This is an optimization exercise on Yosys and OpenROAD, whose aim is small area, a short achievable clock period and few clock cycles, not a production implementation.
At most, simulation tests tie the RTL to the original design; equivalence was not proved.
Power and IR drop assume default switching activity.

Design simple_cpu, start of the top module:
module simple_cpu
#(parameter DATA_WIDTH = 32)(
  input clk,
  input rstn,
  output [DATA_WIDTH-1:0] imem_addr,
  input  [DATA_WIDTH-1:0] imem_rdata,
  output [DATA_WIDTH-1:0] dmem_addr,
  output [DATA_WIDTH-1:0] dmem_wdata,
  output [3:0]            dmem_wstrb,
  output                  dmem_re,
  input  [DATA_WIDTH-1:0] dmem_rdata
);
For scale: about 1200 flip-flops.
export LEC_CHECK = 0
export CAP_MARGIN = 20
export CORE_MARGIN = 2
export CORE_UTILIZATION = 40
export SETUP_SLACK_MARGIN = 5
export SLEW_MARGIN = 20
create_clock -name core_clock -period 10.0 [get_ports {clk}]
standard.sh (not shown) runs the stock make flow with config.mk's settings and CLKGATE_MAP_FILE= SYNTH_SCRIPT=/design/flow/synth_recipe.tcl, a recipe that flattens the netlist after the stock synthesis.
==> flow/flow/run.sh <==
#!/bin/bash
# Own layout flow: the standard flow (standard.sh) with two changes:
# the ports are buffered with buf_2 cells instead of the slow delay cell that
# buffer_ports picks by default, and CTS inserts no dummy loads.
set -euo pipefail
export BUFFER_PORTS_ARGS="-buffer_cell sky130_fd_sc_hd__buf_2"
export CTS_ARGS="-sink_clustering_enable -repair_clock_nets -dont_use_dummy_load"
bash standard.sh > standard_flow.log 2>&1
Change:
--- a/flow/design.v
+++ b/flow/design.v
@@ -145,14 +145,14 @@
 end
 reg [31:0] rv1;          
 reg [31:0] rv2;          
 reg [31:0] agu;          
 reg [31:0] tgt;          
 reg [31:0] pc4;          
-reg [7:0]  c_eq;         
-reg [7:0]  c_lt;         
+reg [3:0]  c_eq;         
+reg [3:0]  c_lt;         
 reg        c_eq31;       
 reg        c_lts31;      
 reg        c_ltu31;      
 reg [4:0]  rd;
 reg [2:0]  funct3;
 reg        wr;           
@@ -174,28 +174,21 @@
 wire f_hit2 = wr & (rd == f_rs2);
 wire [31:0] f_rv1 = f_hit1 ? wb_data : rf_rd1;
 wire [31:0] f_rv2 = f_hit2 ? wb_data : rf_rd2;
 wire f_stall = (f_is_load | f_is_store | f_is_jalr) & f_hit1;
 wire [31:0] f_beq = {~(f_rv1[30:0] ^ f_rv2[30:0]), 1'b1};
 wire [31:0] f_blt = {~f_rv1[30:0] & f_rv2[30:0], 1'b0};
-wire [7:0]  f_geq, f_glt;
+wire [3:0]  f_geq, f_glt;
 genvar gi;
 generate
-  for (gi = 0; gi < 8; gi = gi + 1) begin : cmp_grp
-    lt_tree #(.W(4)) m_glt (.lt_bit(f_blt[4*gi +: 4]), .eq_bit(f_beq[4*gi +: 4]), .lt(f_glt[gi]));
-    assign f_geq[gi] = &f_beq[4*gi +: 4];
+  for (gi = 0; gi < 4; gi = gi + 1) begin : cmp_grp
+    lt_tree #(.W(8)) m_glt (.lt_bit(f_blt[8*gi +: 8]), .eq_bit(f_beq[8*gi +: 8]), .lt(f_glt[gi]));
+    assign f_geq[gi] = &f_beq[8*gi +: 8];
   end
 endgenerate
-wire [12:0] f_agu_lo  = {1'b0, rf_rd1[11:0]} + {1'b0, f_imm[11:0]};
-wire [19:0] f_hi_inc  = rf_rd1[31:12] + 20'd1;
-wire [19:0] f_hi_dec  = rf_rd1[31:12] - 20'd1;
-wire        f_agu_c   = f_agu_lo[12];
-wire        f_agu_s   = f_imm[11];
-wire [19:0] f_agu_hi  = (f_agu_c & ~f_agu_s) ? f_hi_inc :
-                        (~f_agu_c & f_agu_s) ? f_hi_dec : rf_rd1[31:12];
-wire [31:0] f_agu     = {f_agu_hi, f_agu_lo[11:0]};    
+wire [31:0] f_agu = rf_rd1 + f_imm;       
 wire [31:0] f_tgt = next_pc + f_imm;
 wire [31:0] f_pc4 = next_pc + 32'd4;
 always @(posedge clk) begin
   if (!rstn) begin
     pc4       <= 32'd0;
     wr        <= 1'b0;
@@ -282,13 +275,13 @@
   c_lt    <= f_glt;
   c_eq31  <= ~(f_rv1[31] ^ f_rv2[31]);
   c_lts31 <= f_rv1[31] & ~f_rv2[31];
   c_ltu31 <= ~f_rv1[31] & f_rv2[31];
 end
 wire lt_low;
-lt_tree #(.W(8)) m_lt (.lt_bit(c_lt), .eq_bit(c_eq), .lt(lt_low));
+lt_tree #(.W(4)) m_lt (.lt_bit(c_lt), .eq_bit(c_eq), .lt(lt_low));
 wire br_eq  = c_eq31 & (&c_eq);
 wire br_lt  = c_lts31 | (c_eq31 & lt_low);
 wire br_ltu = c_ltu31 | (c_eq31 & lt_low);
 wire take = tk_always | (tk_eq & br_eq) | (tk_ne & ~br_eq) | (tk_lt & br_lt) |
             (tk_ge & ~br_lt) | (tk_ltu & br_ltu) | (tk_geu & ~br_ltu);
 wire [31:0] target = is_jalr ? agu : tgt;
Effect: The changed run finished with timing, DRC and antenna clean. Core utilization goes down by 0.46 points. Non-clock buffer count goes down by 47. Area after synthesis goes down by 0.43%. Sequential share of layout area goes up by 0.33 points. First-iteration DRC count goes down by 5.5%. Combinational power barely changes. Clock skew goes up by 0.0057 ns. Worst setup slack improves by 0.81 ns. Wire length goes down by 3.9%. Total power hardly moves. Maximum frequency goes up by 15%. Sequential power stays flat. Via count goes down by 0.76%. Final cell count goes down by 0.97%.
Testbench counts after the change, summed over its fixed seeds: cycles 1,992,704.
No functional check of the RTL was part of the first run of this note.

========
Another version of the RTL of simple_cpu (not shown whole).
Size in the first run: roughly 5600 cells after synthesis, roughly 1200 flip-flops, ~170 I/O pins, about 0.063 mm² of cells after synthesis.
==> flow/config.mk <==
export PLATFORM = sky130hd
export DESIGN_NAME = simple_cpu
export DESIGN_NICKNAME = simple_cpu
export VERILOG_FILES = /design/flow/design.v
export SDC_FILE = /design/flow/constraint.sdc
export NUM_CORES = 8
export LEC_CHECK = 0
export CAP_MARGIN = 20
export CORE_MARGIN = 2
export CORE_UTILIZATION = 40
export SETUP_SLACK_MARGIN = 5
export SLEW_MARGIN = 50
export SYNTH_HIERARCHICAL = 1
export SYNTH_MINIMUM_KEEP_SIZE = 50
export TNS_END_PERCENT = 20
==> flow/constraint.sdc <==
create_clock -name core_clock -period 10.0 [get_ports {clk}]
set_input_delay 2.0000 -clock core_clock [delete_from_list [all_inputs] [get_ports {clk}]]
set_output_delay 2.0000 -clock core_clock [all_outputs]
set_load 0.01 [all_outputs]
==> flow/flow/run.sh <==
#!/bin/bash
# Own layout flow: the standard flow (standard.sh) with two changes:
# the ports are buffered with buf_2 cells instead of the slow delay cell that
# buffer_ports picks by default, and CTS inserts no dummy loads and builds the tree from clkbuf_8 cells, up to 12 sinks per leaf.
set -euo pipefail
export BUFFER_PORTS_ARGS="-buffer_cell sky130_fd_sc_hd__buf_2"
export CTS_ARGS="-sink_clustering_enable -repair_clock_nets -dont_use_dummy_load -sink_clustering_size 12 -sink_clustering_max_diameter 60 -buf_list sky130_fd_sc_hd__clkbuf_8"
bash standard.sh > standard_flow.log 2>&1
Rerun with:
--- a/flow/design.v
+++ b/flow/design.v
@@ -62,25 +62,14 @@
 module add32 (
   input  [31:0] a,
   input  [31:0] b,
   output [31:0] s
 );
   assign s = a + b;
 endmodule
-module rf_dec (
-  input  [4:0]  a,
-  output [31:1] y
-);
-  genvar i;
-  generate
-    for (i = 1; i < 32; i = i + 1) begin : line
-      assign y[i] = (a == i);
-    end
-  endgenerate
-endmodule
 module simple_cpu
 #(parameter DATA_WIDTH = 32)(
   input clk,
   input rstn,
   output [DATA_WIDTH-1:0] imem_addr,
   input  [DATA_WIDTH-1:0] imem_rdata,
   output [DATA_WIDTH-1:0] dmem_addr,
@@ -157,33 +146,23 @@
 wire [31:0] wb_data;
 wire [31:0] next_pc;     
 wire [31:0] rf_rd1, rf_rd2;
 reg [31:0] regs [1:31];
 always @(posedge clk) begin
   if (wr) regs[rd] <= wb_data;
 end
-wire [31:1] sel1 [0:3];
-wire [31:1] sel2 [0:3];
-genvar di;
-generate
-  for (di = 0; di < 4; di = di + 1) begin : rf_decs
-    rf_dec m_dec1 (.a(f_rs1), .y(sel1[di]));
-    rf_dec m_dec2 (.a(f_rs2), .y(sel2[di]));
-  end
-endgenerate
 reg [31:0] rf_rd1_r, rf_rd2_r;
-integer ri, bi;
+integer ri;
 always @(*) begin
   rf_rd1_r = 32'd0;
   rf_rd2_r = 32'd0;
-  for (ri = 1; ri < 32; ri = ri + 1)
-    for (bi = 0; bi < 4; bi = bi + 1) begin
-      rf_rd1_r[8*bi +: 8] = rf_rd1_r[8*bi +: 8] | ({8{sel1[bi][ri]}} & regs[ri][8*bi +: 8]);
-      rf_rd2_r[8*bi +: 8] = rf_rd2_r[8*bi +: 8] | ({8{sel2[bi][ri]}} & regs[ri][8*bi +: 8]);
-    end
+  for (ri = 1; ri < 32; ri = ri + 1) begin
+    rf_rd1_r = rf_rd1_r | ({32{f_rs1 == ri}} & regs[ri]);
+    rf_rd2_r = rf_rd2_r | ({32{f_rs2 == ri}} & regs[ri]);
+  end
 end
 assign rf_rd1 = rf_rd1_r;
 assign rf_rd2 = rf_rd2_r;
 wire f_use_rs2 = f_is_op | f_is_store | f_is_branch;
 wire f_hit1 = wr & (rd == f_rs1);
 wire f_hit2 = wr & (rd == f_rs2);
 wire [31:0] f_rv1 = f_hit1 ? wb_data : rf_rd1;
=> Worst setup slack loses 0.027 ns; routed wire length came out lower by 2.0%; clock-buffer cell count came out lower by 7; non-clock buffer count came out lower by 97; total power came out lower by 0.51%; via count came out lower by 2.8%; sequential share of layout area came out higher by 0.78 points; synthesized cell count came out lower by 4.1%; fmax came out lower by 0.53%; die area came out lower by 2.4%; first-iteration DRC count came out lower by 0.66%; clock power came out lower by about 2%; combinational power hardly moves.
No functional check of the RTL was part of any run of this note.

========
Setup of red:
Starting RTL as in the previous note.
export LEC_CHECK = 0
export CAP_MARGIN = 20
export CORE_MARGIN = 2
export CORE_UTILIZATION = 47
export SETUP_SLACK_MARGIN = 5
export SLEW_MARGIN = 50
export SYNTH_HIERARCHICAL = 1
export SYNTH_MINIMUM_KEEP_SIZE = 50
export TNS_END_PERCENT = 20
create_clock -name core_clock -period 10.0 [get_ports {clk}]
Scripts as last shown in full above: flow/flow/run.sh
No stage failed in red, and the final checks on the layout all came back clean.
diff inputs: red => blue
--- a/flow/design.v
+++ b/flow/design.v
@@ -1,45 +1,11 @@
-module ks_adder #(
-  parameter W = 32
-)(
-  input  [W-1:0] a,
-  input  [W-1:0] b,
-  input          cin,
-  output [W-1:0] sum,
-  output         cout
-);
-  localparam L = $clog2(W);
-  wire [W-1:0] p0 = a ^ b;
-  wire [W-1:0] g0 = a & b;
-  wire [W-1:0] gl [0:L];
-  wire [W-1:0] pl [0:L];
-  assign gl[0] = {g0[W-1:1], g0[0] | (p0[0] & cin)};
-  assign pl[0] = p0;
-  genvar l, i;
-  generate
-    for (l = 0; l < L; l = l + 1) begin : lvl
-      for (i = 0; i < W; i = i + 1) begin : bit_
-        if (i >= (1 << l)) begin : node
-          assign gl[l+1][i] = gl[l][i] | (pl[l][i] & gl[l][i - (1 << l)]);
-          assign pl[l+1][i] = pl[l][i] & pl[l][i - (1 << l)];
-        end else begin : pass
-          assign gl[l+1][i] = gl[l][i];
-          assign pl[l+1][i] = pl[l][i];
-        end
-      end
-    end
-  endgenerate
-  wire [W:0] c = {gl[L], cin};
-  assign sum  = p0 ^ c[W-1:0];
-  assign cout = c[W];
-endmodule
 module lt_tree #(
   parameter W = 32           
 )(
   input  [W-1:0] lt_bit,     
   input  [W-1:0] eq_bit,     
   output         lt
 );
   localparam L = $clog2(W);
   wire [W-1:0] g [0:L];
   wire [W-1:0] p [0:L];
   assign g[0] = lt_bit;
@@ -153,41 +119,36 @@
 reg        is_op, is_load, is_store, is_jalr;
 reg        tk_always, tk_eq, tk_ne, tk_lt, tk_ge, tk_ltu, tk_geu;
 reg        r_add, r_sh, r_slt, r_sltu, r_xor, r_or, r_and, r_link, r_lui, r_auipc;
 reg        sub, sh_l, sh_a;
 wire [31:0] wb_data;
 wire [31:0] next_pc;     
 wire [31:0] rf_rd1, rf_rd2;
 reg [31:0] regs [1:31];
 always @(posedge clk) begin
   if (wr) regs[rd] <= wb_data;
 end
-wire [31:1] sel1 [0:3];
-wire [31:1] sel2 [0:3];
-genvar di;
-generate
-  for (di = 0; di < 4; di = di + 1) begin : rf_decs
-    rf_dec m_dec1 (.a(f_rs1), .y(sel1[di]));
-    rf_dec m_dec2 (.a(f_rs2), .y(sel2[di]));
-  end
-endgenerate
+wire [31:1] sel1_lo, sel1_hi, sel2_lo, sel2_hi;
+rf_dec m_dec1_lo (.a(f_rs1), .y(sel1_lo));
+rf_dec m_dec1_hi (.a(f_rs1), .y(sel1_hi));
+rf_dec m_dec2_lo (.a(f_rs2), .y(sel2_lo));
+rf_dec m_dec2_hi (.a(f_rs2), .y(sel2_hi));
 reg [31:0] rf_rd1_r, rf_rd2_r;
-integer ri, bi;
+integer ri;
 always @(*) begin
   rf_rd1_r = 32'd0;
   rf_rd2_r = 32'd0;
-  for (ri = 1; ri < 32; ri = ri + 1)
-    for (bi = 0; bi < 4; bi = bi + 1) begin
-      rf_rd1_r[8*bi +: 8] = rf_rd1_r[8*bi +: 8] | ({8{sel1[bi][ri]}} & regs[ri][8*bi +: 8]);
-      rf_rd2_r[8*bi +: 8] = rf_rd2_r[8*bi +: 8] | ({8{sel2[bi][ri]}} & regs[ri][8*bi +: 8]);
-    end
+  for (ri = 1; ri < 32; ri = ri + 1) begin
+    rf_rd1_r = rf_rd1_r | {{16{sel1_hi[ri]}} & regs[ri][31:16], {16{sel1_lo[ri]}} & regs[ri][15:0]};
+    rf_rd2_r = rf_rd2_r | {{16{sel2_hi[ri]}} & regs[ri][31:16], {16{sel2_lo[ri]}} & regs[ri][15:0]};
+  end
 end
 assign rf_rd1 = rf_rd1_r;
 assign rf_rd2 = rf_rd2_r;
 wire f_use_rs2 = f_is_op | f_is_store | f_is_branch;
 wire f_hit1 = wr & (rd == f_rs1);
 wire f_hit2 = wr & (rd == f_rs2);
 wire [31:0] f_rv1 = f_hit1 ? wb_data : rf_rd1;
 wire [31:0] f_rv2 = f_hit2 ? wb_data : rf_rd2;
 wire f_stall = (f_is_load | f_is_store | f_is_jalr) & f_hit1;
 wire [31:0] f_beq = {~(f_rv1[30:0] ^ f_rv2[30:0]), 1'b1};
 wire [31:0] f_blt = {~f_rv1[30:0] & f_rv2[30:0], 1'b0};
Findings:
blue ended up with imem_rdata[21] as its worst setup path startpoint; red ended up with sh_l. blue vs red on area fraction in compound gates after synthesis: blue is the higher one. Going from red to blue, fmax decreased by 2.1% relative to the old numbers; sum of routed wire length over all layers fell about 2.4%; power decreased by about 0.6% relative to the old numbers; final standard cell area without fillers lost 1400 sq um. Of red and blue, blue shows the higher initial antenna violation count, with red below it. red → blue: post-synthesis simple-gate area fraction shows a reduction of 0.79 points; area share of buffers outside the clock network shows a reduction of 0.28 points; met1 wire length shows a reduction of 0.95%; global-route usage shows a reduction of 0.20 points; post-DP HPWL shows a reduction of 9.8%. Clock transition at the registers of the reported paths across red and blue: no real change.
Testbench counts of blue, summed over its fixed seeds: cycles 1,992,704.
For red, only the layout was checked, not whether the RTL still works.

========
Setup of run 1:
Another version of the RTL of simple_cpu (not shown whole).
For scale: about 62000 µm² of cells after synthesis.
==> flow/config.mk <==
export PLATFORM = sky130hd
export DESIGN_NAME = simple_cpu
export DESIGN_NICKNAME = simple_cpu
export VERILOG_FILES = /design/flow/design.v
export SDC_FILE = /design/flow/constraint.sdc
export NUM_CORES = 8
export LEC_CHECK = 0
export CAP_MARGIN = 20
export CORE_MARGIN = 2
export CORE_UTILIZATION = 40
export SETUP_SLACK_MARGIN = 5
export SLEW_MARGIN = 50
export SYNTH_HIERARCHICAL = 1
export SYNTH_MINIMUM_KEEP_SIZE = 50
export TNS_END_PERCENT = 20
==> flow/constraint.sdc <==
create_clock -name core_clock -period 10.0 [get_ports {clk}]
set_input_delay 2.0000 -clock core_clock [delete_from_list [all_inputs] [get_ports {clk}]]
set_output_delay 2.0000 -clock core_clock [all_outputs]
set_load 0.01 [all_outputs]
Scripts as last shown in full above: flow/flow/run.sh
#### Input delta (run 2 over run 1)
--- a/flow/design.v
+++ b/flow/design.v
@@ -137,12 +137,13 @@
   else
     f_imm = {{20{f_inst[31]}}, f_inst[31:20]};
 end
 reg [31:0] rv1;          
 reg [31:0] rv2;          
 reg [31:0] agu;          
+reg [31:0] tgt;          
 reg [31:0] pc4;          
 reg [3:0]  c_eq;         
 reg [3:0]  c_lt;         
 reg        c_eq31;       
 reg        c_lts31;      
 reg        c_ltu31;      
@@ -174,14 +175,13 @@
     rf_rd1_r = rf_rd1_r | {{16{sel1_hi[ri]}} & regs[ri][31:16], {16{sel1_lo[ri]}} & regs[ri][15:0]};
     rf_rd2_r = rf_rd2_r | {{16{sel2_hi[ri]}} & regs[ri][31:16], {16{sel2_lo[ri]}} & regs[ri][15:0]};
   end
 end
 assign rf_rd1 = rf_rd1_r;
 assign rf_rd2 = rf_rd2_r;
-wire f_use_rs2 = f_is_op | f_is_store;
-wire f_use_tgt = f_is_branch | f_is_jal | f_is_auipc;
+wire f_use_rs2 = f_is_op | f_is_store | f_is_branch;
 wire f_hit1 = wr & (rd == f_rs1);
 wire f_hit2 = wr & (rd == f_rs2);
 wire [31:0] f_rv1 = f_hit1 ? wb_data : rf_rd1;
 wire [31:0] f_rv2 = f_hit2 ? wb_data : rf_rd2;
 wire f_stall = (f_is_load | f_is_store | f_is_jalr) & f_hit1;
 wire [31:0] f_beq = {~(f_rv1[30:0] ^ f_rv2[30:0]), 1'b1};
@@ -271,19 +271,20 @@
     r_and     <= f_r_and;
     r_link    <= f_is_jal | f_is_jalr;
     r_lui     <= f_is_lui;
     r_auipc   <= f_is_auipc;
   end
   agu     <= f_agu;
+  tgt     <= f_tgt;
   sub     <= f_sub;
   sh_l    <= f_sh_l;
   sh_a    <= f_sh_a;
   rd      <= f_rd;
   funct3  <= f_f3;
   rv1     <= f_rv1;
-  rv2     <= f_use_rs2 ? f_rv2 : f_use_tgt ? f_tgt : f_imm;
+  rv2     <= f_use_rs2 ? f_rv2 : f_imm;
   c_eq    <= f_geq;
   c_lt    <= f_glt;
   c_eq31  <= ~(f_rv1[31] ^ f_rv2[31]);
   c_lts31 <= f_rv1[31] & ~f_rv2[31];
   c_ltu31 <= ~f_rv1[31] & f_rv2[31];
 end
@@ -291,13 +292,13 @@
 lt_tree #(.W(4)) m_lt (.lt_bit(c_lt), .eq_bit(c_eq), .lt(lt_low));
 wire br_eq  = c_eq31 & (&c_eq);
 wire br_lt  = c_lts31 | (c_eq31 & lt_low);
 wire br_ltu = c_ltu31 | (c_eq31 & lt_low);
 wire take = tk_always | (tk_eq & br_eq) | (tk_ne & ~br_eq) | (tk_lt & br_lt) |
             (tk_ge & ~br_lt) | (tk_ltu & br_ltu) | (tk_geu & ~br_ltu);
-wire [31:0] target = is_jalr ? agu : rv2;
+wire [31:0] target = is_jalr ? agu : tgt;
 assign next_pc   = take ? target : pc4;
 assign imem_addr = next_pc;
 wire [31:0] op_b = rv2;
 wire [32:0] sum  = {1'b0, rv1} + {1'b0, op_b ^ {32{sub}}} + {32'd0, sub};
 wire        lt_u = ~sum[32];
 wire        lt_s = (rv1[31] ^ op_b[31]) ? rv1[31] : sum[31];
@@ -318,13 +319,13 @@
                     | {31'd0, r_sltu & lt_u}
                     | ({32{r_xor}}   & (rv1 ^ op_b))
                     | ({32{r_or}}    & (rv1 | op_b))
                     | ({32{r_and}}   & (rv1 & op_b))
                     | ({32{r_link}}  & pc4)
                     | ({32{r_lui}}   & op_b)
-                    | ({32{r_auipc}} & rv2);
+                    | ({32{r_auipc}} & tgt);
 assign dmem_addr = agu;
 assign dmem_re   = is_load;
 reg [31:0] st_data;
 reg [3:0]  st_strb;
 always @(*) begin
   st_data = rv2;
Results
Worst hold slack, run 2 and run 1, lower one = run 2. Compared to run 1, run 2 has die height 0.45% higher. The run with more setup slack is run 1; run 2 has less. Delta(switching portion of total power, run 2 - run 1) < 0. The post-synthesis share of cell area spent on xor and xnor gates was comparable across run 2 and run 1. Summary of run 2 over run 1: total power dropped about 1%; post-synthesis to final-layout area growth moved down; maximum frequency shows a reduction of about 1.1%; die extent in x up about 0.45%. Critical path's largest stage delay (run 2 over run 1): increase, 20 ps. Sequential share of layout area in run 2 is 1.7 points higher than in run 1. When run 2 is measured against run 1, its number of buffers added by the clock tree synthesis step turns out 10% lower. After detailed routing, run 1 needs more wire than run 2.
Testbench counts of run 2, summed over its fixed seeds: cycles 1,992,704.
Only the layout flow was run in run 1; the RTL was not checked for function there.

re-timing with driven ports:
Ports are ideal in the flow. The routed layouts listed here were re-timed in OpenROAD. Step 1 (the two cells are an assumption about what drives the block):
set clk [get_ports {clk}]
set_driving_cell -lib_cell sky130_fd_sc_hd__clkbuf_16 $clk
set_driving_cell -lib_cell sky130_fd_sc_hd__buf_2 [delete_from_list [all_inputs] $clk]
Step 2 adds t to the input delays and takes it off the output delays; t is the mean of the earliest and latest rising clock arrival at the registers after step 1. Input paths then give back, and output paths get back, about the clock's delay inside the block. Three values: ideal ports, drivers, drivers and shift; two values: the first two.
run | shift t [ns] | setup WS [ns] | worst hold slack (ns)
the first run of note 1 | 0.840 | 3.903 / 3.726 / 2.886 | 0.720 / 0.720 / 0.720
the second run of note 1 | 0.843 | 4.710 / 4.637 / 3.794 | 0.727 / 0.727 / 0.727
the first run of note 2 | 0.998 | 4.879 / 4.759 / 3.762 | 0.718 / 0.718 / 0.718
the second run of note 2 | 0.964 | 4.852 / 4.748 / 3.785 | 0.757 / 0.757 / 0.757
red | 0.951 | 4.888 / 4.806 / 3.855 | 0.787 / 0.787 / 0.787
blue | 0.990 | 4.776 / 4.670 / 3.680 | 0.615 / 0.615 / 0.615
run 1 | 0.964 | 4.871 / 4.701 / 3.737 | 0.754 / 0.754 / 0.754
run 2 | 0.938 | 4.815 / 4.685 / 3.747 | 0.616 / 0.616 / 0.616
After both steps setup and hold are still met in every run listed. For run 1, which loses most, drivers alone change the setup slack by -0.170 ns; drivers and shift together by -1.134 ns.
